Context: an optimization exercise on an open-source flow, tuned for small area, a short achievable clock period and few clock cycles per item. The choices shown serve that exercise and are no tape-out recipe. Only simulation tests tie the RTL to the original design; equivalence was not proved.

`flow/flow/run.sh`:
```
#!/bin/bash
# The standard layout, with two changes to how it is made:
# - the port buffers that buffer_ports inserts are sky130_fd_sc_hd__buf_1
#   instead of the slow delay buffer it picks by default;
# - place_pins keeps the ports of each bit lane together (pins_args.txt,
#   written by gen/pins.py), so each lane's XOR tree sits next to its pins.
set -euo pipefail
PINS="$(cat flow/pins_args.txt)"
bash standard.sh "BUFFER_PORTS_ARGS=-buffer_cell sky130_fd_sc_hd__buf_1" "PLACE_PINS_ARGS=$PINS" finish > standard.log 2>&1
```
`flow/design.v`:
```
module tdes_enc(
    input [63:0] k1,k2,k3,
    input [127:0] pt,
    output [127:0] ct,
    input rst,clk,
    output [63:0] ek1,ek2,ek3,
    output reg done
    );
always @(posedge clk)
  done <= !rst;
wire x0_0;
tdes_xnor2 gx0_0(.a(pt[0]), .b(k3[0]), .y(x0_0));
wire x0_1;
tdes_xnor2 gx0_1(.a(pt[64]), .b(k1[0]), .y(x0_1));
wire x0_2;
tdes_xnor2 gx0_2(.a(k2[0]), .b(x0_0), .y(x0_2));
wire x0_3;
tdes_xnor2 gx0_3(.a(x0_1), .b(x0_2), .y(x0_3));
wire x0_4;
tdes_xnor2 gx0_4(.a(pt[16]), .b(k3[16]), .y(x0_4));
wire x0_5;
tdes_xnor2 gx0_5(.a(pt[80]), .b(k1[16]), .y(x0_5));
wire x0_6;
tdes_xnor2 gx0_6(.a(k2[16]), .b(x0_4), .y(x0_6));
wire x0_7;
tdes_xnor2 gx0_7(.a(x0_5), .b(x0_6), .y(x0_7));
wire x0_8;
tdes_xnor2 gx0_8(.a(pt[32]), .b(k2[32]), .y(x0_8));
wire x0_9;
tdes_xnor2 gx0_9(.a(k3[32]), .b(pt[96]), .y(x0_9));
wire x0_10;
tdes_xnor2 gx0_10(.a(k1[32]), .b(x0_8), .y(x0_10));
wire x0_11;
tdes_xnor2 gx0_11(.a(x0_9), .b(x0_10), .y(x0_11));
wire x0_12;
tdes_xnor2 gx0_12(.a(pt[48]), .b(k2[48]), .y(x0_12));
wire x0_13;
tdes_xnor2 gx0_13(.a(k3[48]), .b(pt[112]), .y(x0_13));
wire x0_14;
tdes_xnor2 gx0_14(.a(k1[48]), .b(x0_12), .y(x0_14));
wire x0_15;
tdes_xnor2 gx0_15(.a(x0_13), .b(x0_14), .y(x0_15));
assign ct[0] = x0_3;
assign ct[16] = x0_7;
assign ct[32] = x0_11;
assign ct[48] = x0_15;
assign ct[64] = pt[0];
assign ct[80] = pt[16];
assign ct[96] = pt[32];
assign ct[112] = pt[48];
assign ek1[0] = k1[0];
assign ek1[16] = k1[16];
assign ek1[32] = k1[32];
assign ek1[48] = k1[48];
assign ek2[0] = k2[0];
assign ek2[16] = k2[16];
assign ek2[32] = k2[32];
assign ek2[48] = k2[48];
assign ek3[0] = k3[0];
assign ek3[16] = k3[16];
assign ek3[32] = k3[32];
assign ek3[48] = k3[48];
wire x1_16;
tdes_xnor2 gx1_16(.a(pt[65]), .b(pt[1]), .y(x1_16));
wire x1_17;
tdes_xnor2 gx1_17(.a(k1[1]), .b(k2[1]), .y(x1_17));
wire x1_18;
tdes_xnor2 gx1_18(.a(k3[1]), .b(x1_16), .y(x1_18));
wire x1_19;
tdes_xnor2 gx1_19(.a(x1_17), .b(x1_18), .y(x1_19));
wire x1_20;
tdes_xnor2 gx1_20(.a(pt[81]), .b(pt[17]), .y(x1_20));
wire x1_21;
tdes_xnor2 gx1_21(.a(k1[17]), .b(k2[17]), .y(x1_21));
wire x1_22;
tdes_xnor2 gx1_22(.a(k3[17]), .b(x1_20), .y(x1_22));
wire x1_23;
tdes_xnor2 gx1_23(.a(x1_21), .b(x1_22), .y(x1_23));
wire x1_24;
tdes_xnor2 gx1_24(.a(pt[33]), .b(k1[33]), .y(x1_24));
wire x1_25;
tdes_xnor2 gx1_25(.a(k2[33]), .b(pt[97]), .y(x1_25));
wire x1_26;
tdes_xnor2 gx1_26(.a(k3[33]), .b(x1_24), .y(x1_26));
wire x1_27;
tdes_xnor2 gx1_27(.a(x1_25), .b(x1_26), .y(x1_27));
wire x1_28;
tdes_xnor2 gx1_28(.a(pt[49]), .b(k1[49]), .y(x1_28));
wire x1_29;
tdes_xnor2 gx1_29(.a(k2[49]), .b(pt[113]), .y(x1_29));
wire x1_30;
tdes_xnor2 gx1_30(.a(k3[49]), .b(x1_28), .y(x1_30));
wire x1_31;
tdes_xnor2 gx1_31(.a(x1_29), .b(x1_30), .y(x1_31));
assign ct[1] = x1_19;
assign ct[17] = x1_23;
assign ct[33] = x1_27;
assign ct[49] = x1_31;
assign ct[65] = pt[1];
assign ct[81] = pt[17];
assign ct[97] = pt[33];
assign ct[113] = pt[49];
assign ek1[1] = k1[1];
assign ek1[17] = k1[17];
assign ek1[33] = k1[33];
assign ek1[49] = k1[49];
assign ek2[1] = k2[1];
assign ek2[17] = k2[17];
assign ek2[33] = k2[33];
assign ek2[49] = k2[49];
assign ek3[1] = k3[1];
assign ek3[17] = k3[17];
assign ek3[33] = k3[33];
assign ek3[49] = k3[49];
wire x2_32;
tdes_xnor2 gx2_32(.a(k2[2]), .b(pt[2]), .y(x2_32));
wire x2_33;
tdes_xnor2 gx2_33(.a(k3[2]), .b(pt[66]), .y(x2_33));
wire x2_34;
tdes_xnor2 gx2_34(.a(k1[2]), .b(x2_32), .y(x2_34));
wire x2_35;
tdes_xnor2 gx2_35(.a(x2_33), .b(x2_34), .y(x2_35));
wire x2_36;
tdes_xnor2 gx2_36(.a(k2[18]), .b(pt[18]), .y(x2_36));
wire x2_37;
tdes_xnor2 gx2_37(.a(k3[18]), .b(pt[82]), .y(x2_37));
wire x2_38;
tdes_xnor2 gx2_38(.a(k1[18]), .b(x2_36), .y(x2_38));
wire x2_39;
tdes_xnor2 gx2_39(.a(x2_37), .b(x2_38), .y(x2_39));
wire x2_40;
tdes_xnor2 gx2_40(.a(k1[34]), .b(pt[34]), .y(x2_40));
wire x2_41;
tdes_xnor2 gx2_41(.a(k2[34]), .b(k3[34]), .y(x2_41));
wire x2_42;
tdes_xnor2 gx2_42(.a(pt[98]), .b(x2_40), .y(x2_42));
wire x2_43;
tdes_xnor2 gx2_43(.a(x2_41), .b(x2_42), .y(x2_43));
wire x2_44;
tdes_xnor2 gx2_44(.a(k1[50]), .b(pt[50]), .y(x2_44));
wire x2_45;
tdes_xnor2 gx2_45(.a(k2[50]), .b(k3[50]), .y(x2_45));
wire x2_46;
tdes_xnor2 gx2_46(.a(pt[114]), .b(x2_44), .y(x2_46));
wire x2_47;
tdes_xnor2 gx2_47(.a(x2_45), .b(x2_46), .y(x2_47));
assign ct[2] = x2_35;
assign ct[18] = x2_39;
assign ct[34] = x2_43;
assign ct[50] = x2_47;
assign ct[66] = pt[2];
assign ct[82] = pt[18];
assign ct[98] = pt[34];
assign ct[114] = pt[50];
assign ek1[2] = k1[2];
assign ek1[18] = k1[18];
assign ek1[34] = k1[34];
assign ek1[50] = k1[50];
assign ek2[2] = k2[2];
assign ek2[18] = k2[18];
assign ek2[34] = k2[34];
assign ek2[50] = k2[50];
assign ek3[2] = k3[2];
assign ek3[18] = k3[18];
assign ek3[34] = k3[34];
assign ek3[50] = k3[50];
wire x3_48;
tdes_xnor2 gx3_48(.a(k3[3]), .b(pt[67]), .y(x3_48));
wire x3_49;
tdes_xnor2 gx3_49(.a(pt[3]), .b(k1[3]), .y(x3_49));
wire x3_50;
tdes_xnor2 gx3_50(.a(k2[3]), .b(x3_48), .y(x3_50));
wire x3_51;
tdes_xnor2 gx3_51(.a(x3_49), .b(x3_50), .y(x3_51));
wire x3_52;
tdes_xnor2 gx3_52(.a(k3[19]), .b(pt[83]), .y(x3_52));
wire x3_53;
tdes_xnor2 gx3_53(.a(pt[19]), .b(k1[19]), .y(x3_53));
wire x3_54;
tdes_xnor2 gx3_54(.a(k2[19]), .b(x3_52), .y(x3_54));
wire x3_55;
tdes_xnor2 gx3_55(.a(x3_53), .b(x3_54), .y(x3_55));
wire x3_56;
tdes_xnor2 gx3_56(.a(pt[99]), .b(k3[35]), .y(x3_56));
wire x3_57;
tdes_xnor2 gx3_57(.a(pt[35]), .b(k1[35]), .y(x3_57));
wire x3_58;
tdes_xnor2 gx3_58(.a(k2[35]), .b(x3_56), .y(x3_58));
wire x3_59;
tdes_xnor2 gx3_59(.a(x3_57), .b(x3_58), .y(x3_59));
wire x3_60;
tdes_xnor2 gx3_60(.a(pt[115]), .b(k3[51]), .y(x3_60));
wire x3_61;
tdes_xnor2 gx3_61(.a(pt[51]), .b(k1[51]), .y(x3_61));
wire x3_62;
tdes_xnor2 gx3_62(.a(k2[51]), .b(x3_60), .y(x3_62));
wire x3_63;
tdes_xnor2 gx3_63(.a(x3_61), .b(x3_62), .y(x3_63));
assign ct[3] = x3_51;
assign ct[19] = x3_55;
assign ct[35] = x3_59;
assign ct[51] = x3_63;
assign ct[67] = pt[3];
assign ct[83] = pt[19];
assign ct[99] = pt[35];
assign ct[115] = pt[51];
assign ek1[3] = k1[3];
assign ek1[19] = k1[19];
assign ek1[35] = k1[35];
assign ek1[51] = k1[51];
assign ek2[3] = k2[3];
assign ek2[19] = k2[19];
assign ek2[35] = k2[35];
assign ek2[51] = k2[51];
assign ek3[3] = k3[3];
assign ek3[19] = k3[19];
assign ek3[35] = k3[35];
assign ek3[51] = k3[51];
wire x4_64;
tdes_xnor2 gx4_64(.a(k1[4]), .b(k2[4]), .y(x4_64));
wire x4_65;
tdes_xnor2 gx4_65(.a(pt[4]), .b(k3[4]), .y(x4_65));
wire x4_66;
tdes_xnor2 gx4_66(.a(pt[68]), .b(x4_64), .y(x4_66));
wire x4_67;
tdes_xnor2 gx4_67(.a(x4_65), .b(x4_66), .y(x4_67));
wire x4_68;
tdes_xnor2 gx4_68(.a(k1[20]), .b(k2[20]), .y(x4_68));
wire x4_69;
tdes_xnor2 gx4_69(.a(pt[20]), .b(k3[20]), .y(x4_69));
wire x4_70;
tdes_xnor2 gx4_70(.a(pt[84]), .b(x4_68), .y(x4_70));
wire x4_71;
tdes_xnor2 gx4_71(.a(x4_69), .b(x4_70), .y(x4_71));
wire x4_72;
tdes_xnor2 gx4_72(.a(pt[100]), .b(k1[36]), .y(x4_72));
wire x4_73;
tdes_xnor2 gx4_73(.a(pt[36]), .b(k2[36]), .y(x4_73));
wire x4_74;
tdes_xnor2 gx4_74(.a(k3[36]), .b(x4_72), .y(x4_74));
wire x4_75;
tdes_xnor2 gx4_75(.a(x4_73), .b(x4_74), .y(x4_75));
wire x4_76;
tdes_xnor2 gx4_76(.a(pt[116]), .b(k1[52]), .y(x4_76));
wire x4_77;
tdes_xnor2 gx4_77(.a(pt[52]), .b(k2[52]), .y(x4_77));
wire x4_78;
tdes_xnor2 gx4_78(.a(k3[52]), .b(x4_76), .y(x4_78));
wire x4_79;
tdes_xnor2 gx4_79(.a(x4_77), .b(x4_78), .y(x4_79));
assign ct[4] = x4_67;
assign ct[20] = x4_71;
assign ct[36] = x4_75;
assign ct[52] = x4_79;
assign ct[68] = pt[4];
assign ct[84] = pt[20];
assign ct[100] = pt[36];
assign ct[116] = pt[52];
assign ek1[4] = k1[4];
assign ek1[20] = k1[20];
assign ek1[36] = k1[36];
assign ek1[52] = k1[52];
assign ek2[4] = k2[4];
assign ek2[20] = k2[20];
assign ek2[36] = k2[36];
assign ek2[52] = k2[52];
assign ek3[4] = k3[4];
assign ek3[20] = k3[20];
assign ek3[36] = k3[36];
assign ek3[52] = k3[52];
wire x5_80;
tdes_xnor2 gx5_80(.a(k2[5]), .b(k3[5]), .y(x5_80));
wire x5_81;
tdes_xnor2 gx5_81(.a(pt[69]), .b(pt[5]), .y(x5_81));
wire x5_82;
tdes_xnor2 gx5_82(.a(k1[5]), .b(x5_80), .y(x5_82));
wire x5_83;
tdes_xnor2 gx5_83(.a(x5_81), .b(x5_82), .y(x5_83));
wire x5_84;
tdes_xnor2 gx5_84(.a(k2[21]), .b(k3[21]), .y(x5_84));
wire x5_85;
tdes_xnor2 gx5_85(.a(pt[85]), .b(pt[21]), .y(x5_85));
wire x5_86;
tdes_xnor2 gx5_86(.a(k1[21]), .b(x5_84), .y(x5_86));
wire x5_87;
tdes_xnor2 gx5_87(.a(x5_85), .b(x5_86), .y(x5_87));
wire x5_88;
tdes_xnor2 gx5_88(.a(k2[37]), .b(pt[101]), .y(x5_88));
wire x5_89;
tdes_xnor2 gx5_89(.a(k3[37]), .b(pt[37]), .y(x5_89));
wire x5_90;
tdes_xnor2 gx5_90(.a(k1[37]), .b(x5_88), .y(x5_90));
wire x5_91;
tdes_xnor2 gx5_91(.a(x5_89), .b(x5_90), .y(x5_91));
wire x5_92;
tdes_xnor2 gx5_92(.a(k2[53]), .b(pt[117]), .y(x5_92));
wire x5_93;
tdes_xnor2 gx5_93(.a(k3[53]), .b(pt[53]), .y(x5_93));
wire x5_94;
tdes_xnor2 gx5_94(.a(k1[53]), .b(x5_92), .y(x5_94));
wire x5_95;
tdes_xnor2 gx5_95(.a(x5_93), .b(x5_94), .y(x5_95));
assign ct[5] = x5_83;
assign ct[21] = x5_87;
assign ct[37] = x5_91;
assign ct[53] = x5_95;
assign ct[69] = pt[5];
assign ct[85] = pt[21];
assign ct[101] = pt[37];
assign ct[117] = pt[53];
assign ek1[5] = k1[5];
assign ek1[21] = k1[21];
assign ek1[37] = k1[37];
assign ek1[53] = k1[53];
assign ek2[5] = k2[5];
assign ek2[21] = k2[21];
assign ek2[37] = k2[37];
assign ek2[53] = k2[53];
assign ek3[5] = k3[5];
assign ek3[21] = k3[21];
assign ek3[37] = k3[37];
assign ek3[53] = k3[53];
wire x6_96;
tdes_xnor2 gx6_96(.a(pt[70]), .b(k1[6]), .y(x6_96));
wire x6_97;
tdes_xnor2 gx6_97(.a(k2[6]), .b(pt[6]), .y(x6_97));
wire x6_98;
tdes_xnor2 gx6_98(.a(k3[6]), .b(x6_96), .y(x6_98));
wire x6_99;
tdes_xnor2 gx6_99(.a(x6_97), .b(x6_98), .y(x6_99));
wire x6_100;
tdes_xnor2 gx6_100(.a(pt[86]), .b(k1[22]), .y(x6_100));
wire x6_101;
tdes_xnor2 gx6_101(.a(k2[22]), .b(pt[22]), .y(x6_101));
wire x6_102;
tdes_xnor2 gx6_102(.a(k3[22]), .b(x6_100), .y(x6_102));
wire x6_103;
tdes_xnor2 gx6_103(.a(x6_101), .b(x6_102), .y(x6_103));
wire x6_104;
tdes_xnor2 gx6_104(.a(k3[38]), .b(pt[102]), .y(x6_104));
wire x6_105;
tdes_xnor2 gx6_105(.a(k1[38]), .b(pt[38]), .y(x6_105));
wire x6_106;
tdes_xnor2 gx6_106(.a(k2[38]), .b(x6_104), .y(x6_106));
wire x6_107;
tdes_xnor2 gx6_107(.a(x6_105), .b(x6_106), .y(x6_107));
wire x6_108;
tdes_xnor2 gx6_108(.a(k3[54]), .b(pt[118]), .y(x6_108));
wire x6_109;
tdes_xnor2 gx6_109(.a(k1[54]), .b(pt[54]), .y(x6_109));
wire x6_110;
tdes_xnor2 gx6_110(.a(k2[54]), .b(x6_108), .y(x6_110));
wire x6_111;
tdes_xnor2 gx6_111(.a(x6_109), .b(x6_110), .y(x6_111));
assign ct[6] = x6_99;
assign ct[22] = x6_103;
assign ct[38] = x6_107;
assign ct[54] = x6_111;
assign ct[70] = pt[6];
assign ct[86] = pt[22];
assign ct[102] = pt[38];
assign ct[118] = pt[54];
assign ek1[6] = k1[6];
assign ek1[22] = k1[22];
assign ek1[38] = k1[38];
assign ek1[54] = k1[54];
assign ek2[6] = k2[6];
assign ek2[22] = k2[22];
assign ek2[38] = k2[38];
assign ek2[54] = k2[54];
assign ek3[6] = k3[6];
assign ek3[22] = k3[22];
assign ek3[38] = k3[38];
assign ek3[54] = k3[54];
wire x7_112;
tdes_xnor2 gx7_112(.a(pt[7]), .b(pt[71]), .y(x7_112));
wire x7_113;
tdes_xnor2 gx7_113(.a(k1[7]), .b(k2[7]), .y(x7_113));
wire x7_114;
tdes_xnor2 gx7_114(.a(k3[7]), .b(x7_112), .y(x7_114));
wire x7_115;
tdes_xnor2 gx7_115(.a(x7_113), .b(x7_114), .y(x7_115));
wire x7_116;
tdes_xnor2 gx7_116(.a(pt[87]), .b(pt[23]), .y(x7_116));
wire x7_117;
tdes_xnor2 gx7_117(.a(k1[23]), .b(k2[23]), .y(x7_117));
wire x7_118;
tdes_xnor2 gx7_118(.a(k3[23]), .b(x7_116), .y(x7_118));
wire x7_119;
tdes_xnor2 gx7_119(.a(x7_117), .b(x7_118), .y(x7_119));
wire x7_120;
tdes_xnor2 gx7_120(.a(pt[103]), .b(pt[39]), .y(x7_120));
wire x7_121;
tdes_xnor2 gx7_121(.a(k1[39]), .b(k2[39]), .y(x7_121));
wire x7_122;
tdes_xnor2 gx7_122(.a(k3[39]), .b(x7_120), .y(x7_122));
wire x7_123;
tdes_xnor2 gx7_123(.a(x7_121), .b(x7_122), .y(x7_123));
wire x7_124;
tdes_xnor2 gx7_124(.a(pt[55]), .b(pt[119]), .y(x7_124));
wire x7_125;
tdes_xnor2 gx7_125(.a(k1[55]), .b(k2[55]), .y(x7_125));
wire x7_126;
tdes_xnor2 gx7_126(.a(k3[55]), .b(x7_124), .y(x7_126));
wire x7_127;
tdes_xnor2 gx7_127(.a(x7_125), .b(x7_126), .y(x7_127));
assign ct[7] = x7_115;
assign ct[23] = x7_119;
assign ct[39] = x7_123;
assign ct[55] = x7_127;
assign ct[71] = pt[7];
assign ct[87] = pt[23];
assign ct[103] = pt[39];
assign ct[119] = pt[55];
assign ek1[7] = k1[7];
assign ek1[23] = k1[23];
assign ek1[39] = k1[39];
assign ek1[55] = k1[55];
assign ek2[7] = k2[7];
assign ek2[23] = k2[23];
assign ek2[39] = k2[39];
assign ek2[55] = k2[55];
assign ek3[7] = k3[7];
assign ek3[23] = k3[23];
assign ek3[39] = k3[39];
assign ek3[55] = k3[55];
wire x8_128;
tdes_xnor2 gx8_128(.a(k3[8]), .b(pt[8]), .y(x8_128));
wire x8_129;
tdes_xnor2 gx8_129(.a(pt[72]), .b(k1[8]), .y(x8_129));
wire x8_130;
tdes_xnor2 gx8_130(.a(k2[8]), .b(x8_128), .y(x8_130));
wire x8_131;
tdes_xnor2 gx8_131(.a(x8_129), .b(x8_130), .y(x8_131));
wire x8_132;
tdes_xnor2 gx8_132(.a(k3[24]), .b(pt[24]), .y(x8_132));
wire x8_133;
tdes_xnor2 gx8_133(.a(pt[88]), .b(k1[24]), .y(x8_133));
wire x8_134;
tdes_xnor2 gx8_134(.a(k2[24]), .b(x8_132), .y(x8_134));
wire x8_135;
tdes_xnor2 gx8_135(.a(x8_133), .b(x8_134), .y(x8_135));
wire x8_136;
tdes_xnor2 gx8_136(.a(k2[40]), .b(k3[40]), .y(x8_136));
wire x8_137;
tdes_xnor2 gx8_137(.a(pt[40]), .b(pt[104]), .y(x8_137));
wire x8_138;
tdes_xnor2 gx8_138(.a(k1[40]), .b(x8_136), .y(x8_138));
wire x8_139;
tdes_xnor2 gx8_139(.a(x8_137), .b(x8_138), .y(x8_139));
wire x8_140;
tdes_xnor2 gx8_140(.a(k3[56]), .b(k2[56]), .y(x8_140));
wire x8_141;
tdes_xnor2 gx8_141(.a(pt[56]), .b(pt[120]), .y(x8_141));
wire x8_142;
tdes_xnor2 gx8_142(.a(k1[56]), .b(x8_140), .y(x8_142));
wire x8_143;
tdes_xnor2 gx8_143(.a(x8_141), .b(x8_142), .y(x8_143));
assign ct[8] = x8_131;
assign ct[24] = x8_135;
assign ct[40] = x8_139;
assign ct[56] = x8_143;
assign ct[72] = pt[8];
assign ct[88] = pt[24];
assign ct[104] = pt[40];
assign ct[120] = pt[56];
assign ek1[8] = k1[8];
assign ek1[24] = k1[24];
assign ek1[40] = k1[40];
assign ek1[56] = k1[56];
assign ek2[8] = k2[8];
assign ek2[24] = k2[24];
assign ek2[40] = k2[40];
assign ek2[56] = k2[56];
assign ek3[8] = k3[8];
assign ek3[24] = k3[24];
assign ek3[40] = k3[40];
assign ek3[56] = k3[56];
wire x9_144;
tdes_xnor2 gx9_144(.a(k1[9]), .b(k2[9]), .y(x9_144));
wire x9_145;
tdes_xnor2 gx9_145(.a(k3[9]), .b(pt[73]), .y(x9_145));
wire x9_146;
tdes_xnor2 gx9_146(.a(pt[9]), .b(x9_144), .y(x9_146));
wire x9_147;
tdes_xnor2 gx9_147(.a(x9_145), .b(x9_146), .y(x9_147));
wire x9_148;
tdes_xnor2 gx9_148(.a(pt[89]), .b(k2[25]), .y(x9_148));
wire x9_149;
tdes_xnor2 gx9_149(.a(k3[25]), .b(k1[25]), .y(x9_149));
wire x9_150;
tdes_xnor2 gx9_150(.a(pt[25]), .b(x9_148), .y(x9_150));
wire x9_151;
tdes_xnor2 gx9_151(.a(x9_149), .b(x9_150), .y(x9_151));
wire x9_152;
tdes_xnor2 gx9_152(.a(pt[105]), .b(k1[41]), .y(x9_152));
wire x9_153;
tdes_xnor2 gx9_153(.a(k2[41]), .b(k3[41]), .y(x9_153));
wire x9_154;
tdes_xnor2 gx9_154(.a(pt[41]), .b(x9_152), .y(x9_154));
wire x9_155;
tdes_xnor2 gx9_155(.a(x9_153), .b(x9_154), .y(x9_155));
wire x9_156;
tdes_xnor2 gx9_156(.a(k1[57]), .b(k2[57]), .y(x9_156));
wire x9_157;
tdes_xnor2 gx9_157(.a(k3[57]), .b(pt[121]), .y(x9_157));
wire x9_158;
tdes_xnor2 gx9_158(.a(pt[57]), .b(x9_156), .y(x9_158));
wire x9_159;
tdes_xnor2 gx9_159(.a(x9_157), .b(x9_158), .y(x9_159));
assign ct[9] = x9_147;
assign ct[25] = x9_151;
assign ct[41] = x9_155;
assign ct[57] = x9_159;
assign ct[73] = pt[9];
assign ct[89] = pt[25];
assign ct[105] = pt[41];
assign ct[121] = pt[57];
assign ek1[9] = k1[9];
assign ek1[25] = k1[25];
assign ek1[41] = k1[41];
assign ek1[57] = k1[57];
assign ek2[9] = k2[9];
assign ek2[25] = k2[25];
assign ek2[41] = k2[41];
assign ek2[57] = k2[57];
assign ek3[9] = k3[9];
assign ek3[25] = k3[25];
assign ek3[41] = k3[41];
assign ek3[57] = k3[57];
wire x10_160;
tdes_xnor2 gx10_160(.a(pt[10]), .b(pt[74]), .y(x10_160));
wire x10_161;
tdes_xnor2 gx10_161(.a(k1[10]), .b(k2[10]), .y(x10_161));
wire x10_162;
tdes_xnor2 gx10_162(.a(k3[10]), .b(x10_160), .y(x10_162));
wire x10_163;
tdes_xnor2 gx10_163(.a(x10_161), .b(x10_162), .y(x10_163));
wire x10_164;
tdes_xnor2 gx10_164(.a(pt[90]), .b(k1[26]), .y(x10_164));
wire x10_165;
tdes_xnor2 gx10_165(.a(k2[26]), .b(pt[26]), .y(x10_165));
wire x10_166;
tdes_xnor2 gx10_166(.a(k3[26]), .b(x10_164), .y(x10_166));
wire x10_167;
tdes_xnor2 gx10_167(.a(x10_165), .b(x10_166), .y(x10_167));
wire x10_168;
tdes_xnor2 gx10_168(.a(k2[42]), .b(pt[42]), .y(x10_168));
wire x10_169;
tdes_xnor2 gx10_169(.a(pt[106]), .b(k1[42]), .y(x10_169));
wire x10_170;
tdes_xnor2 gx10_170(.a(k3[42]), .b(x10_168), .y(x10_170));
wire x10_171;
tdes_xnor2 gx10_171(.a(x10_169), .b(x10_170), .y(x10_171));
wire x10_172;
tdes_xnor2 gx10_172(.a(k2[58]), .b(pt[122]), .y(x10_172));
wire x10_173;
tdes_xnor2 gx10_173(.a(k1[58]), .b(pt[58]), .y(x10_173));
wire x10_174;
tdes_xnor2 gx10_174(.a(k3[58]), .b(x10_172), .y(x10_174));
wire x10_175;
tdes_xnor2 gx10_175(.a(x10_173), .b(x10_174), .y(x10_175));
assign ct[10] = x10_163;
assign ct[26] = x10_167;
assign ct[42] = x10_171;
assign ct[58] = x10_175;
assign ct[74] = pt[10];
assign ct[90] = pt[26];
assign ct[106] = pt[42];
assign ct[122] = pt[58];
assign ek1[10] = k1[10];
assign ek1[26] = k1[26];
assign ek1[42] = k1[42];
assign ek1[58] = k1[58];
assign ek2[10] = k2[10];
assign ek2[26] = k2[26];
assign ek2[42] = k2[42];
assign ek2[58] = k2[58];
assign ek3[10] = k3[10];
assign ek3[26] = k3[26];
assign ek3[42] = k3[42];
assign ek3[58] = k3[58];
wire x11_176;
tdes_xnor2 gx11_176(.a(pt[11]), .b(pt[75]), .y(x11_176));
wire x11_177;
tdes_xnor2 gx11_177(.a(k3[11]), .b(k1[11]), .y(x11_177));
wire x11_178;
tdes_xnor2 gx11_178(.a(k2[11]), .b(x11_176), .y(x11_178));
wire x11_179;
tdes_xnor2 gx11_179(.a(x11_177), .b(x11_178), .y(x11_179));
wire x11_180;
tdes_xnor2 gx11_180(.a(k3[27]), .b(pt[91]), .y(x11_180));
wire x11_181;
tdes_xnor2 gx11_181(.a(pt[27]), .b(k1[27]), .y(x11_181));
wire x11_182;
tdes_xnor2 gx11_182(.a(k2[27]), .b(x11_180), .y(x11_182));
wire x11_183;
tdes_xnor2 gx11_183(.a(x11_181), .b(x11_182), .y(x11_183));
wire x11_184;
tdes_xnor2 gx11_184(.a(k3[43]), .b(pt[43]), .y(x11_184));
wire x11_185;
tdes_xnor2 gx11_185(.a(pt[107]), .b(k1[43]), .y(x11_185));
wire x11_186;
tdes_xnor2 gx11_186(.a(k2[43]), .b(x11_184), .y(x11_186));
wire x11_187;
tdes_xnor2 gx11_187(.a(x11_185), .b(x11_186), .y(x11_187));
wire x11_188;
tdes_xnor2 gx11_188(.a(k3[59]), .b(pt[123]), .y(x11_188));
wire x11_189;
tdes_xnor2 gx11_189(.a(pt[59]), .b(k1[59]), .y(x11_189));
wire x11_190;
tdes_xnor2 gx11_190(.a(k2[59]), .b(x11_188), .y(x11_190));
wire x11_191;
tdes_xnor2 gx11_191(.a(x11_189), .b(x11_190), .y(x11_191));
assign ct[11] = x11_179;
assign ct[27] = x11_183;
assign ct[43] = x11_187;
assign ct[59] = x11_191;
assign ct[75] = pt[11];
assign ct[91] = pt[27];
assign ct[107] = pt[43];
assign ct[123] = pt[59];
assign ek1[11] = k1[11];
assign ek1[27] = k1[27];
assign ek1[43] = k1[43];
assign ek1[59] = k1[59];
assign ek2[11] = k2[11];
assign ek2[27] = k2[27];
assign ek2[43] = k2[43];
assign ek2[59] = k2[59];
assign ek3[11] = k3[11];
assign ek3[27] = k3[27];
assign ek3[43] = k3[43];
assign ek3[59] = k3[59];
wire x12_192;
tdes_xnor2 gx12_192(.a(k2[12]), .b(k3[12]), .y(x12_192));
wire x12_193;
tdes_xnor2 gx12_193(.a(k1[12]), .b(pt[12]), .y(x12_193));
wire x12_194;
tdes_xnor2 gx12_194(.a(pt[76]), .b(x12_192), .y(x12_194));
wire x12_195;
tdes_xnor2 gx12_195(.a(x12_193), .b(x12_194), .y(x12_195));
wire x12_196;
tdes_xnor2 gx12_196(.a(k1[28]), .b(k2[28]), .y(x12_196));
wire x12_197;
tdes_xnor2 gx12_197(.a(k3[28]), .b(pt[28]), .y(x12_197));
wire x12_198;
tdes_xnor2 gx12_198(.a(pt[92]), .b(x12_196), .y(x12_198));
wire x12_199;
tdes_xnor2 gx12_199(.a(x12_197), .b(x12_198), .y(x12_199));
wire x12_200;
tdes_xnor2 gx12_200(.a(k1[44]), .b(k2[44]), .y(x12_200));
wire x12_201;
tdes_xnor2 gx12_201(.a(k3[44]), .b(pt[108]), .y(x12_201));
wire x12_202;
tdes_xnor2 gx12_202(.a(pt[44]), .b(x12_200), .y(x12_202));
wire x12_203;
tdes_xnor2 gx12_203(.a(x12_201), .b(x12_202), .y(x12_203));
wire x12_204;
tdes_xnor2 gx12_204(.a(pt[124]), .b(k1[60]), .y(x12_204));
wire x12_205;
tdes_xnor2 gx12_205(.a(k2[60]), .b(k3[60]), .y(x12_205));
wire x12_206;
tdes_xnor2 gx12_206(.a(pt[60]), .b(x12_204), .y(x12_206));
wire x12_207;
tdes_xnor2 gx12_207(.a(x12_205), .b(x12_206), .y(x12_207));
assign ct[12] = x12_195;
assign ct[28] = x12_199;
assign ct[44] = x12_203;
assign ct[60] = x12_207;
assign ct[76] = pt[12];
assign ct[92] = pt[28];
assign ct[108] = pt[44];
assign ct[124] = pt[60];
assign ek1[12] = k1[12];
assign ek1[28] = k1[28];
assign ek1[44] = k1[44];
assign ek1[60] = k1[60];
assign ek2[12] = k2[12];
assign ek2[28] = k2[28];
assign ek2[44] = k2[44];
assign ek2[60] = k2[60];
assign ek3[12] = k3[12];
assign ek3[28] = k3[28];
assign ek3[44] = k3[44];
assign ek3[60] = k3[60];
wire x13_208;
tdes_xnor2 gx13_208(.a(pt[13]), .b(pt[77]), .y(x13_208));
wire x13_209;
tdes_xnor2 gx13_209(.a(k1[13]), .b(k3[13]), .y(x13_209));
wire x13_210;
tdes_xnor2 gx13_210(.a(k2[13]), .b(x13_208), .y(x13_210));
wire x13_211;
tdes_xnor2 gx13_211(.a(x13_209), .b(x13_210), .y(x13_211));
wire x13_212;
tdes_xnor2 gx13_212(.a(pt[93]), .b(k1[29]), .y(x13_212));
wire x13_213;
tdes_xnor2 gx13_213(.a(k2[29]), .b(k3[29]), .y(x13_213));
wire x13_214;
tdes_xnor2 gx13_214(.a(pt[29]), .b(x13_212), .y(x13_214));
wire x13_215;
tdes_xnor2 gx13_215(.a(x13_213), .b(x13_214), .y(x13_215));
wire x13_216;
tdes_xnor2 gx13_216(.a(pt[45]), .b(pt[109]), .y(x13_216));
wire x13_217;
tdes_xnor2 gx13_217(.a(k1[45]), .b(k3[45]), .y(x13_217));
wire x13_218;
tdes_xnor2 gx13_218(.a(k2[45]), .b(x13_216), .y(x13_218));
wire x13_219;
tdes_xnor2 gx13_219(.a(x13_217), .b(x13_218), .y(x13_219));
wire x13_220;
tdes_xnor2 gx13_220(.a(pt[125]), .b(k1[61]), .y(x13_220));
wire x13_221;
tdes_xnor2 gx13_221(.a(k2[61]), .b(k3[61]), .y(x13_221));
wire x13_222;
tdes_xnor2 gx13_222(.a(pt[61]), .b(x13_220), .y(x13_222));
wire x13_223;
tdes_xnor2 gx13_223(.a(x13_221), .b(x13_222), .y(x13_223));
assign ct[13] = x13_211;
assign ct[29] = x13_215;
assign ct[45] = x13_219;
assign ct[61] = x13_223;
assign ct[77] = pt[13];
assign ct[93] = pt[29];
assign ct[109] = pt[45];
assign ct[125] = pt[61];
assign ek1[13] = k1[13];
assign ek1[29] = k1[29];
assign ek1[45] = k1[45];
assign ek1[61] = k1[61];
assign ek2[13] = k2[13];
assign ek2[29] = k2[29];
assign ek2[45] = k2[45];
assign ek2[61] = k2[61];
assign ek3[13] = k3[13];
assign ek3[29] = k3[29];
assign ek3[45] = k3[45];
assign ek3[61] = k3[61];
wire x14_224;
tdes_xnor2 gx14_224(.a(k1[46]), .b(k3[46]), .y(x14_224));
wire x14_225;
tdes_xnor2 gx14_225(.a(k1[62]), .b(k3[62]), .y(x14_225));
wire x14_226;
tdes_xnor2 gx14_226(.a(k1[30]), .b(k2[62]), .y(x14_226));
wire x14_227;
tdes_xnor2 gx14_227(.a(k2[46]), .b(x14_224), .y(x14_227));
wire x14_228;
tdes_xnor2 gx14_228(.a(k3[30]), .b(x14_226), .y(x14_228));
wire x14_229;
tdes_xnor2 gx14_229(.a(k2[30]), .b(x14_225), .y(x14_229));
wire x14_230;
tdes_xor2 gx14_230(.a(x14_228), .b(x14_229), .y(x14_230));
wire x14_231;
tdes_xnor2 gx14_231(.a(k3[14]), .b(k2[14]), .y(x14_231));
wire x14_232;
tdes_xnor2 gx14_232(.a(k1[14]), .b(x14_231), .y(x14_232));
wire x14_233;
tdes_xnor2 gx14_233(.a(x14_227), .b(x14_228), .y(x14_233));
wire x14_234;
tdes_xnor2 gx14_234(.a(x14_232), .b(x14_233), .y(x14_234));
wire x14_235;
tdes_xnor2 gx14_235(.a(x14_224), .b(x14_230), .y(x14_235));
wire x14_236;
tdes_xnor2 gx14_236(.a(x14_225), .b(x14_227), .y(x14_236));
wire x14_237;
tdes_xnor2 gx14_237(.a(k2[62]), .b(x14_225), .y(x14_237));
wire x14_238;
tdes_xor2 gx14_238(.a(k1[30]), .b(k1[14]), .y(x14_238));
wire x14_239;
tdes_xor2 gx14_239(.a(k1[46]), .b(k1[30]), .y(x14_239));
wire x14_240;
tdes_xor2 gx14_240(.a(k1[62]), .b(k1[46]), .y(x14_240));
wire x14_241;
tdes_xor2 gx14_241(.a(k2[30]), .b(k2[14]), .y(x14_241));
wire x14_242;
tdes_xor2 gx14_242(.a(k2[30]), .b(k2[46]), .y(x14_242));
wire x14_243;
tdes_xor2 gx14_243(.a(k2[46]), .b(k2[62]), .y(x14_243));
wire x14_244;
tdes_xor2 gx14_244(.a(k3[14]), .b(k3[30]), .y(x14_244));
wire x14_245;
tdes_xor2 gx14_245(.a(k3[46]), .b(k3[30]), .y(x14_245));
wire x14_246;
tdes_xor2 gx14_246(.a(k3[62]), .b(k3[46]), .y(x14_246));
reg kr14_0;
always @(posedge clk) kr14_0 <= x14_234;
reg kr14_1;
always @(posedge clk) kr14_1 <= x14_235;
reg kr14_2;
always @(posedge clk) kr14_2 <= x14_230;
reg kr14_3;
always @(posedge clk) kr14_3 <= x14_236;
reg kr14_4;
always @(posedge clk) kr14_4 <= x14_227;
reg kr14_5;
always @(posedge clk) kr14_5 <= x14_237;
assign ek1[14] = x14_238;
assign ek1[30] = x14_239;
assign ek1[46] = x14_240;
assign ek1[62] = k1[62];
assign ek2[14] = x14_241;
assign ek2[30] = x14_242;
assign ek2[46] = x14_243;
assign ek2[62] = k2[62];
assign ek3[14] = x14_244;
assign ek3[30] = x14_245;
assign ek3[46] = x14_246;
assign ek3[62] = k3[62];
wire y14_247;
tdes_xnor2 gy14_247(.a(pt[14]), .b(pt[78]), .y(y14_247));
wire y14_247_o;
tdes_xnor2 gy14_247_o(.a(y14_247), .b(kr14_0), .y(y14_247_o));
assign ct[14] = y14_247_o;
wire y14_248;
tdes_xnor2 gy14_248(.a(pt[30]), .b(pt[94]), .y(y14_248));
wire y14_248_o;
tdes_xnor2 gy14_248_o(.a(y14_248), .b(kr14_1), .y(y14_248_o));
assign ct[30] = y14_248_o;
wire y14_249;
tdes_xnor2 gy14_249(.a(pt[46]), .b(pt[110]), .y(y14_249));
wire y14_249_o;
tdes_xnor2 gy14_249_o(.a(y14_249), .b(kr14_3), .y(y14_249_o));
assign ct[46] = y14_249_o;
wire y14_250;
tdes_xnor2 gy14_250(.a(pt[62]), .b(pt[126]), .y(y14_250));
wire y14_250_o;
tdes_xnor2 gy14_250_o(.a(y14_250), .b(kr14_5), .y(y14_250_o));
assign ct[62] = y14_250_o;
wire y14_251;
tdes_xor2 gy14_251(.a(pt[14]), .b(kr14_2), .y(y14_251));
assign ct[78] = y14_251;
wire y14_252;
tdes_xor2 gy14_252(.a(pt[30]), .b(kr14_4), .y(y14_252));
assign ct[94] = y14_252;
wire y14_253;
tdes_xor2 gy14_253(.a(pt[46]), .b(kr14_5), .y(y14_253));
assign ct[110] = y14_253;
assign ct[126] = pt[62];
wire x15_254;
tdes_xnor2 gx15_254(.a(k1[47]), .b(k3[47]), .y(x15_254));
wire x15_255;
tdes_xnor2 gx15_255(.a(k1[63]), .b(k3[63]), .y(x15_255));
wire x15_256;
tdes_xnor2 gx15_256(.a(k1[31]), .b(k2[63]), .y(x15_256));
wire x15_257;
tdes_xnor2 gx15_257(.a(k2[47]), .b(x15_254), .y(x15_257));
wire x15_258;
tdes_xnor2 gx15_258(.a(k3[31]), .b(x15_256), .y(x15_258));
wire x15_259;
tdes_xnor2 gx15_259(.a(k2[31]), .b(x15_255), .y(x15_259));
wire x15_260;
tdes_xor2 gx15_260(.a(x15_258), .b(x15_259), .y(x15_260));
wire x15_261;
tdes_xnor2 gx15_261(.a(k1[15]), .b(k2[15]), .y(x15_261));
wire x15_262;
tdes_xnor2 gx15_262(.a(k3[15]), .b(x15_261), .y(x15_262));
wire x15_263;
tdes_xnor2 gx15_263(.a(x15_257), .b(x15_258), .y(x15_263));
wire x15_264;
tdes_xnor2 gx15_264(.a(x15_262), .b(x15_263), .y(x15_264));
wire x15_265;
tdes_xnor2 gx15_265(.a(x15_254), .b(x15_260), .y(x15_265));
wire x15_266;
tdes_xnor2 gx15_266(.a(x15_255), .b(x15_257), .y(x15_266));
wire x15_267;
tdes_xnor2 gx15_267(.a(k2[63]), .b(x15_255), .y(x15_267));
wire x15_268;
tdes_xor2 gx15_268(.a(k1[31]), .b(k1[15]), .y(x15_268));
wire x15_269;
tdes_xor2 gx15_269(.a(k1[47]), .b(k1[31]), .y(x15_269));
wire x15_270;
tdes_xor2 gx15_270(.a(k1[63]), .b(k1[47]), .y(x15_270));
wire x15_271;
tdes_xor2 gx15_271(.a(k2[31]), .b(k2[15]), .y(x15_271));
wire x15_272;
tdes_xor2 gx15_272(.a(k2[47]), .b(k2[31]), .y(x15_272));
wire x15_273;
tdes_xor2 gx15_273(.a(k2[63]), .b(k2[47]), .y(x15_273));
wire x15_274;
tdes_xor2 gx15_274(.a(k3[31]), .b(k3[15]), .y(x15_274));
wire x15_275;
tdes_xor2 gx15_275(.a(k3[47]), .b(k3[31]), .y(x15_275));
wire x15_276;
tdes_xor2 gx15_276(.a(k3[63]), .b(k3[47]), .y(x15_276));
reg kr15_6;
always @(posedge clk) kr15_6 <= x15_264;
reg kr15_7;
always @(posedge clk) kr15_7 <= x15_265;
reg kr15_8;
always @(posedge clk) kr15_8 <= x15_260;
reg kr15_9;
always @(posedge clk) kr15_9 <= x15_266;
reg kr15_10;
always @(posedge clk) kr15_10 <= x15_257;
reg kr15_11;
always @(posedge clk) kr15_11 <= x15_267;
assign ek1[15] = x15_268;
assign ek1[31] = x15_269;
assign ek1[47] = x15_270;
assign ek1[63] = k1[63];
assign ek2[15] = x15_271;
assign ek2[31] = x15_272;
assign ek2[47] = x15_273;
assign ek2[63] = k2[63];
assign ek3[15] = x15_274;
assign ek3[31] = x15_275;
assign ek3[47] = x15_276;
assign ek3[63] = k3[63];
wire y15_277;
tdes_xnor2 gy15_277(.a(pt[15]), .b(pt[79]), .y(y15_277));
wire y15_277_o;
tdes_xnor2 gy15_277_o(.a(y15_277), .b(kr15_6), .y(y15_277_o));
assign ct[15] = y15_277_o;
wire y15_278;
tdes_xnor2 gy15_278(.a(pt[31]), .b(pt[95]), .y(y15_278));
wire y15_278_o;
tdes_xnor2 gy15_278_o(.a(y15_278), .b(kr15_7), .y(y15_278_o));
assign ct[31] = y15_278_o;
wire y15_279;
tdes_xnor2 gy15_279(.a(pt[47]), .b(pt[111]), .y(y15_279));
wire y15_279_o;
tdes_xnor2 gy15_279_o(.a(y15_279), .b(kr15_9), .y(y15_279_o));
assign ct[47] = y15_279_o;
wire y15_280;
tdes_xnor2 gy15_280(.a(pt[63]), .b(pt[127]), .y(y15_280));
wire y15_280_o;
tdes_xnor2 gy15_280_o(.a(y15_280), .b(kr15_11), .y(y15_280_o));
assign ct[63] = y15_280_o;
wire y15_281;
tdes_xor2 gy15_281(.a(pt[15]), .b(kr15_8), .y(y15_281));
assign ct[79] = y15_281;
wire y15_282;
tdes_xor2 gy15_282(.a(pt[31]), .b(kr15_10), .y(y15_282));
assign ct[95] = y15_282;
wire y15_283;
tdes_xor2 gy15_283(.a(pt[47]), .b(kr15_11), .y(y15_283));
assign ct[111] = y15_283;
assign ct[127] = pt[63];
endmodule
module tdes_xor2(input a, input b, output y);
assign y = a ^ b;
endmodule
module tdes_xnor2(input a, input b, output y);
assign y = ~(a ^ b);
endmodule
```
`flow/standard.sh`:
```
#!/bin/bash
# synth_recipe.tcl (not shown) runs the flow's synth.tcl, then flattens the netlist and writes it again
# the make line also repeats each setting of config.mk as NAME=value (left out here)
make -C /OpenROAD-flow-scripts/flow DESIGN_CONFIG=/design/flow/config.mk WORK_HOME=/design/flow/orfs CLKGATE_MAP_FILE= SYNTH_SCRIPT=/design/flow/synth_recipe.tcl "${@:-finish}"
```
`flow/constraint.sdc`:
```
create_clock -name core_clock -period 10.0 [get_ports {clk}]
set_input_delay 2.0000 -clock core_clock [delete_from_list [all_inputs] [get_ports {clk}]]
set_output_delay 2.0000 -clock core_clock [all_outputs]
set_load 0.01 [all_outputs]
```
`flow/config.mk`:
```
export PLATFORM = sky130hd
export DESIGN_NAME = tdes_enc
export DESIGN_NICKNAME = tdes_enc
export VERILOG_FILES = /design/flow/design.v
export SDC_FILE = /design/flow/constraint.sdc
export NUM_CORES = 4
export LEC_CHECK = 0
export CAP_MARGIN = 20
export CELL_PAD_IN_SITES_DETAIL_PLACEMENT = 1
export CORE_AREA = 2 2 248 248
export CTS_BUF_LIST = sky130_fd_sc_hd__clkbuf_8
export DIE_AREA = 0 0 250 250
export PLACE_DENSITY = 0.5
export SLEW_MARGIN = 20
export SYNTH_HIERARCHICAL = 1
export SYNTH_MINIMUM_KEEP_SIZE = 0
```
`flow/flow/pins_args.txt`:
```
-group_pins {ct[64] pt[0] ek1[0] k1[0] pt[64] ct[0] k2[0] ek2[0] k3[0] ek3[0]} -group_pins {ct[65] pt[1] ek1[1] k1[1] pt[65] ct[1] k2[1] ek2[1] k3[1] ek3[1]} -group_pins {ct[66] pt[2] ek1[2] k1[2] pt[66] ct[2] k2[2] ek2[2] k3[2] ek3[2]} -group_pins {ct[67] pt[3] ek1[3] k1[3] pt[67] ct[3] k2[3] ek2[3] k3[3] ek3[3]} -group_pins {ct[68] pt[4] ek1[4] k1[4] pt[68] ct[4] k2[4] ek2[4] k3[4] ek3[4]} -group_pins {ct[69] pt[5] ek1[5] k1[5] pt[69] ct[5] k2[5] ek2[5] k3[5] ek3[5]} -group_pins {ct[70] pt[6] ek1[6] k1[6] pt[70] ct[6] k2[6] ek2[6] k3[6] ek3[6]} -group_pins {ct[71] pt[7] ek1[7] k1[7] pt[71] ct[7] k2[7] ek2[7] k3[7] ek3[7]} -group_pins {ct[72] pt[8] ek1[8] k1[8] pt[72] ct[8] k2[8] ek2[8] k3[8] ek3[8]} -group_pins {ct[73] pt[9] ek1[9] k1[9] pt[73] ct[9] k2[9] ek2[9] k3[9] ek3[9]} -group_pins {ct[74] pt[10] ek1[10] k1[10] pt[74] ct[10] k2[10] ek2[10] k3[10] ek3[10]} -group_pins {ct[75] pt[11] ek1[11] k1[11] pt[75] ct[11] k2[11] ek2[11] k3[11] ek3[11]} -group_pins {ct[76] pt[12] ek1[12] k1[12] pt[76] ct[12] k2[12] ek2[12] k3[12] ek3[12]} -group_pins {ct[77] pt[13] ek1[13] k1[13] pt[77] ct[13] k2[13] ek2[13] k3[13] ek3[13]} -group_pins {ct[78] pt[14] ek1[14] k1[14] pt[78] ct[14] k2[14] ek2[14] k3[14] ek3[14]} -group_pins {ct[79] pt[15] ek1[15] k1[15] pt[79] ct[15] k2[15] ek2[15] k3[15] ek3[15]} -group_pins {ct[80] pt[16] ek1[16] k1[16] pt[80] ct[16] k2[16] ek2[16] k3[16] ek3[16]} -group_pins {ct[81] pt[17] ek1[17] k1[17] pt[81] ct[17] k2[17] ek2[17] k3[17] ek3[17]} -group_pins {ct[82] pt[18] ek1[18] k1[18] pt[82] ct[18] k2[18] ek2[18] k3[18] ek3[18]} -group_pins {ct[83] pt[19] ek1[19] k1[19] pt[83] ct[19] k2[19] ek2[19] k3[19] ek3[19]} -group_pins {ct[84] pt[20] ek1[20] k1[20] pt[84] ct[20] k2[20] ek2[20] k3[20] ek3[20]} -group_pins {ct[85] pt[21] ek1[21] k1[21] pt[85] ct[21] k2[21] ek2[21] k3[21] ek3[21]} -group_pins {ct[86] pt[22] ek1[22] k1[22] pt[86] ct[22] k2[22] ek2[22] k3[22] ek3[22]} -group_pins {ct[87] pt[23] ek1[23] k1[23] pt[87] ct[23] k2[23] ek2[23] k3[23] ek3[23]} -group_pins {ct[88] pt[24] ek1[24] k1[24] pt[88] ct[24] k2[24] ek2[24] k3[24] ek3[24]} -group_pins {ct[89] pt[25] ek1[25] k1[25] pt[89] ct[25] k2[25] ek2[25] k3[25] ek3[25]} -group_pins {ct[90] pt[26] ek1[26] k1[26] pt[90] ct[26] k2[26] ek2[26] k3[26] ek3[26]} -group_pins {ct[91] pt[27] ek1[27] k1[27] pt[91] ct[27] k2[27] ek2[27] k3[27] ek3[27]} -group_pins {ct[92] pt[28] ek1[28] k1[28] pt[92] ct[28] k2[28] ek2[28] k3[28] ek3[28]} -group_pins {ct[93] pt[29] ek1[29] k1[29] pt[93] ct[29] k2[29] ek2[29] k3[29] ek3[29]} -group_pins {ct[94] pt[30] ek1[30] k1[30] pt[94] ct[30] k2[30] ek2[30] k3[30] ek3[30]} -group_pins {ct[95] pt[31] ek1[31] k1[31] pt[95] ct[31] k2[31] ek2[31] k3[31] ek3[31]} -group_pins {ct[96] pt[32] ek1[32] k1[32] pt[96] ct[32] k2[32] ek2[32] k3[32] ek3[32]} -group_pins {ct[97] pt[33] ek1[33] k1[33] pt[97] ct[33] k2[33] ek2[33] k3[33] ek3[33]} -group_pins {ct[98] pt[34] ek1[34] k1[34] pt[98] ct[34] k2[34] ek2[34] k3[34] ek3[34]} -group_pins {ct[99] pt[35] ek1[35] k1[35] pt[99] ct[35] k2[35] ek2[35] k3[35] ek3[35]} -group_pins {ct[100] pt[36] ek1[36] k1[36] pt[100] ct[36] k2[36] ek2[36] k3[36] ek3[36]} -group_pins {ct[101] pt[37] ek1[37] k1[37] pt[101] ct[37] k2[37] ek2[37] k3[37] ek3[37]} -group_pins {ct[102] pt[38] ek1[38] k1[38] pt[102] ct[38] k2[38] ek2[38] k3[38] ek3[38]} -group_pins {ct[103] pt[39] ek1[39] k1[39] pt[103] ct[39] k2[39] ek2[39] k3[39] ek3[39]} -group_pins {ct[104] pt[40] ek1[40] k1[40] pt[104] ct[40] k2[40] ek2[40] k3[40] ek3[40]} -group_pins {ct[105] pt[41] ek1[41] k1[41] pt[105] ct[41] k2[41] ek2[41] k3[41] ek3[41]} -group_pins {ct[106] pt[42] ek1[42] k1[42] pt[106] ct[42] k2[42] ek2[42] k3[42] ek3[42]} -group_pins {ct[107] pt[43] ek1[43] k1[43] pt[107] ct[43] k2[43] ek2[43] k3[43] ek3[43]} -group_pins {ct[108] pt[44] ek1[44] k1[44] pt[108] ct[44] k2[44] ek2[44] k3[44] ek3[44]} -group_pins {ct[109] pt[45] ek1[45] k1[45] pt[109] ct[45] k2[45] ek2[45] k3[45] ek3[45]} -group_pins {ct[110] pt[46] ek1[46] k1[46] pt[110] ct[46] k2[46] ek2[46] k3[46] ek3[46]} -group_pins {ct[111] pt[47] ek1[47] k1[47] pt[111] ct[47] k2[47] ek2[47] k3[47] ek3[47]} -group_pins {ct[112] pt[48] ek1[48] k1[48] pt[112] ct[48] k2[48] ek2[48] k3[48] ek3[48]} -group_pins {ct[113] pt[49] ek1[49] k1[49] pt[113] ct[49] k2[49] ek2[49] k3[49] ek3[49]} -group_pins {ct[114] pt[50] ek1[50] k1[50] pt[114] ct[50] k2[50] ek2[50] k3[50] ek3[50]} -group_pins {ct[115] pt[51] ek1[51] k1[51] pt[115] ct[51] k2[51] ek2[51] k3[51] ek3[51]} -group_pins {ct[116] pt[52] ek1[52] k1[52] pt[116] ct[52] k2[52] ek2[52] k3[52] ek3[52]} -group_pins {ct[117] pt[53] ek1[53] k1[53] pt[117] ct[53] k2[53] ek2[53] k3[53] ek3[53]} -group_pins {ct[118] pt[54] ek1[54] k1[54] pt[118] ct[54] k2[54] ek2[54] k3[54] ek3[54]} -group_pins {ct[119] pt[55] ek1[55] k1[55] pt[119] ct[55] k2[55] ek2[55] k3[55] ek3[55]} -group_pins {ct[120] pt[56] ek1[56] k1[56] pt[120] ct[56] k2[56] ek2[56] k3[56] ek3[56]} -group_pins {ct[121] pt[57] ek1[57] k1[57] pt[121] ct[57] k2[57] ek2[57] k3[57] ek3[57]} -group_pins {ct[122] pt[58] ek1[58] k1[58] pt[122] ct[58] k2[58] ek2[58] k3[58] ek3[58]} -group_pins {ct[123] pt[59] ek1[59] k1[59] pt[123] ct[59] k2[59] ek2[59] k3[59] ek3[59]} -group_pins {ct[124] pt[60] ek1[60] k1[60] pt[124] ct[60] k2[60] ek2[60] k3[60] ek3[60]} -group_pins {ct[125] pt[61] ek1[61] k1[61] pt[125] ct[61] k2[61] ek2[61] k3[61] ek3[61]} -group_pins {ct[126] pt[62] ek1[62] k1[62] pt[126] ct[62] k2[62] ek2[62] k3[62] ek3[62]} -group_pins {ct[127] pt[63] ek1[63] k1[63] pt[127] ct[63] k2[63] ek2[63] k3[63] ek3[63]}
```
==> run notes <==
-- synth_stat cells --
| cell | number |
|---|---|
| sky130_fd_sc_hd__buf_4 | 320 |
| sky130_fd_sc_hd__dfxtp_1 | 13 |
| sky130_fd_sc_hd__inv_1 | 1 |
| sky130_fd_sc_hd__xnor2_1 | 266 |
| sky130_fd_sc_hd__xor2_1 | 26 |
-- per-module statistics from Yosys (local to each module, per instance) --
module / flops+latches / cell area (µm²) / cells inside / copies in the design
tdes_xnor2: 0 / 8.76 / 1 / 266
tdes_enc: 13 / 2670 / 334 / 1
tdes_xor2: 0 / 8.76 / 1 / 26
-- registers in the layout (all words and copies together) (netlist names) --
| signal | flops |
|---|---|
| kr15_8 | 1 |
| kr14_5 | 1 |
| kr15_11 | 1 |
| kr14_3 | 1 |
| kr14_4 | 1 |
| kr14_2 | 1 |
| kr14_1 | 1 |
| kr15_9 | 1 |
| kr15_7 | 1 |
| done | 1 |
| kr15_10 | 1 |
| kr14_0 | 1 |
| kr15_6 | 1 |
-- critical path, stage by stage --
cell	delay, ns
sky130_fd_sc_hd__buf_1	0.43
sky130_fd_sc_hd__xor2_1	0.20
sky130_fd_sc_hd__buf_1	0.17
-- cell families after synthesis --
| kind of cell | share of synthesized area (%) |
|---|---|
| xor+xnor | 49.0 |
| buf+inv | 46.1 |
| flops | 4.98 |
-- path summary, 6_finish.rpt --
kind	to	start	slack, ns	cells past startpoint
worst min-delay path	done$_DFF_P_	rst	1.86	2
worst max-delay path	ek2[47]	k2[63]	5.19	3
-- stage by stage --
stage	worst slack, ns	hold slack [ns]	instance area (µm²)
floorplan	5.44	2.06	5220
global placement	5.14	2.13	6220
detailed placement	5.17	2.14	6220
CTS	5.16	1.83	6260
global route	5.11	1.84	6260
finish	5.19	1.86	6260
-- cell type report --
| type | instances | area, µm² | share of cell area [%] |
|---|---|---|---|
| Multi-Input combinational cell | 292 | 2560 | 40.8 |
| Timing Repair Buffer | 643 | 2420 | 38.6 |
| Tap cell | 782 | 978 | 15.6 |
| Sequential cell | 13 | 260 | 4.16 |
| Clock buffer | 3 | 41.3 | 0.659 |
| Clock inverter | 1 | 3.75 | 0.0599 |
| Inverter | 1 | 3.75 | 0.0599 |
-- report_power, final --
group / switching [mW] / total (mW) / internal [mW]
sequential: 0.00828 / 0.0751 / 0.0668
combinational: 0.232 / 0.428 / 0.195
clock: 0.0291 / 0.0566 / 0.0275
-- metal layers --
layer | global-route usage, % | share of wire, %
met1 | 3.28 | 31
met2 | 7.07 | 58
met3 | 1.04 | 11
met4 | 0.565 | 0.60
met5 | 0 | 0
==> results.ini <==
[run_status]
status = timing/DRC/antenna clean

[sta]
layout_min_cycle_time_ns = 4.81
setup_tns_ns = 0
timing_hold_violations_final = 0
max_slew.worst_pin.slew_ns = 0.580
slew_viol_final = 0
unrepaired_setup_endpoints_after_global_routing = false
fmaxAchievable_ghz = 0.208
final_min_period_over_clock_period_pct = 48.1
final-setup-viol-count = 0
timing.max_slew.rel_slack_pct = 61.4

[yosys]
netlist_instances = 626
synth_top_area_share_pct = 46.0
postSynthRegisterBits = 13
synthDominantAreaCellType = sky130_fd_sc_hd__buf_4
yosysSeqAreaShare_pct = 4.98
synth.area.top_cells = sky130_fd_sc_hd__buf_4, sky130_fd_sc_hd__xnor2_1, sky130_fd_sc_hd__dfxtp_1, sky130_fd_sc_hd__xor2_1, sky130_fd_sc_hd__inv_1
synth_area_um2 = 5220
postSynthAreaPerCell_um2 = 8.34
synth_nets = 948
synth.yosys.warnings = 7
number_of_distinct_library_cells_after_synthesis = 5

[setup_path]
timing.setup.critical_path_class = in -> out
critPathRequiredTime_ns = 8.00
endpoint_kind = output pin
critPathLaunchType = input port
worstPathArrival_ns = 2.81
crit_fanout = 4

[finish]
fillerInstances = 7558
final_cell_mix = sky130_fd_sc_hd__buf_1, sky130_fd_sc_hd__xnor2_1, sky130_fd_sc_hd__xor2_1
area.growth.synth_to_final_pct = 19.9
final_cells = 1735
final_layout_size_suffix_gt1_share_pct = 0.420
post-route-util_pct = 10.4
n_antenna_cell = 0
layout.cells.most_common = sky130_fd_sc_hd__buf_1
number_of_nets_in_the_layout = 1276

[clock_network]
cts_resized = 0
cts_htree_levels = 1
post-cts-setup-buffers = 0
clk_pin_slew_worst_paths_ns = 0.07
clk_path_buf_depth = 2
cts_root_buffer = sky130_fd_sc_hd__clkbuf_8
cts_hold_buf = 0
cts_tree = yes
clock_sinks = 13
number_of_clock_buffers_inserted_by_tritoncts = 3

[drt]
drt-wirelength-per-cell_um = 6.99
avgViaCountPerCell = 2.61
initial_drc_count = 71
drc_errors = 0
count_of_antenna_violating_nets_left_after_detailed_routing = 0
wirelength_um = 12100
dr_total_vias = 4522
drt_pre_antenna_iters = 4

[global_routing]
grt_antenna_before_repair = 0
grt_overflow = 0
first_global_vias = 4151
grt_first_pass_wirelength_um = 17800
grt_max_degree = 8
globalRouteTotalUtil_pct = 3.41

[floorplanning]
floorplan.initialDensity_pct = 8.69
die_height_um = 250
fp.coreArea_um2 = 60100
pin_count = 643
die_area_um2 = 62500
die_width_um = 250
placement_rows = 90

[placement]
post-dp-hpwl_um = 11500
numPlacedInstances = 1731
buffers_added_on_ports = 642
routabilityCongestion = 0.651

[flow_run]
drv_cap = 0

[hold_path]
hold_class = in -> reg

[power]
total_power_mw = 0.559
ir_drop_mv = 0.0285
power.density_nw_per_um2 = 89.3
power.leakage_nw = 1.57

Testbench counts, summed over its fixed seeds: cycles 512, items 256.

-- port drivers added, routing unchanged --
How much do the figures lean on ideal ports? The routed layout below was timed once more, with nothing changed but the port constraints. Step 1, drivers: a clkbuf_16 drives clk and a buf_2 each remaining input, both assumed. Step 2 moves the port delays by t, midway between the first and last clock arrival at a register: inputs arrive t later, outputs are due t later. That takes back most of the time a late clock gives input paths. Slacks: ideal / step 1 / step 2; pairs: ideal / step 1.
t, ns: 0.314
setup WS [ns]: 5.193 / 5.169 / 5.169
worst setup path after step 2: input to output
After both steps setup and hold are still met in this run. The setup slack of this run moves by -0.024 ns with the drivers and by -0.024 ns with both steps.
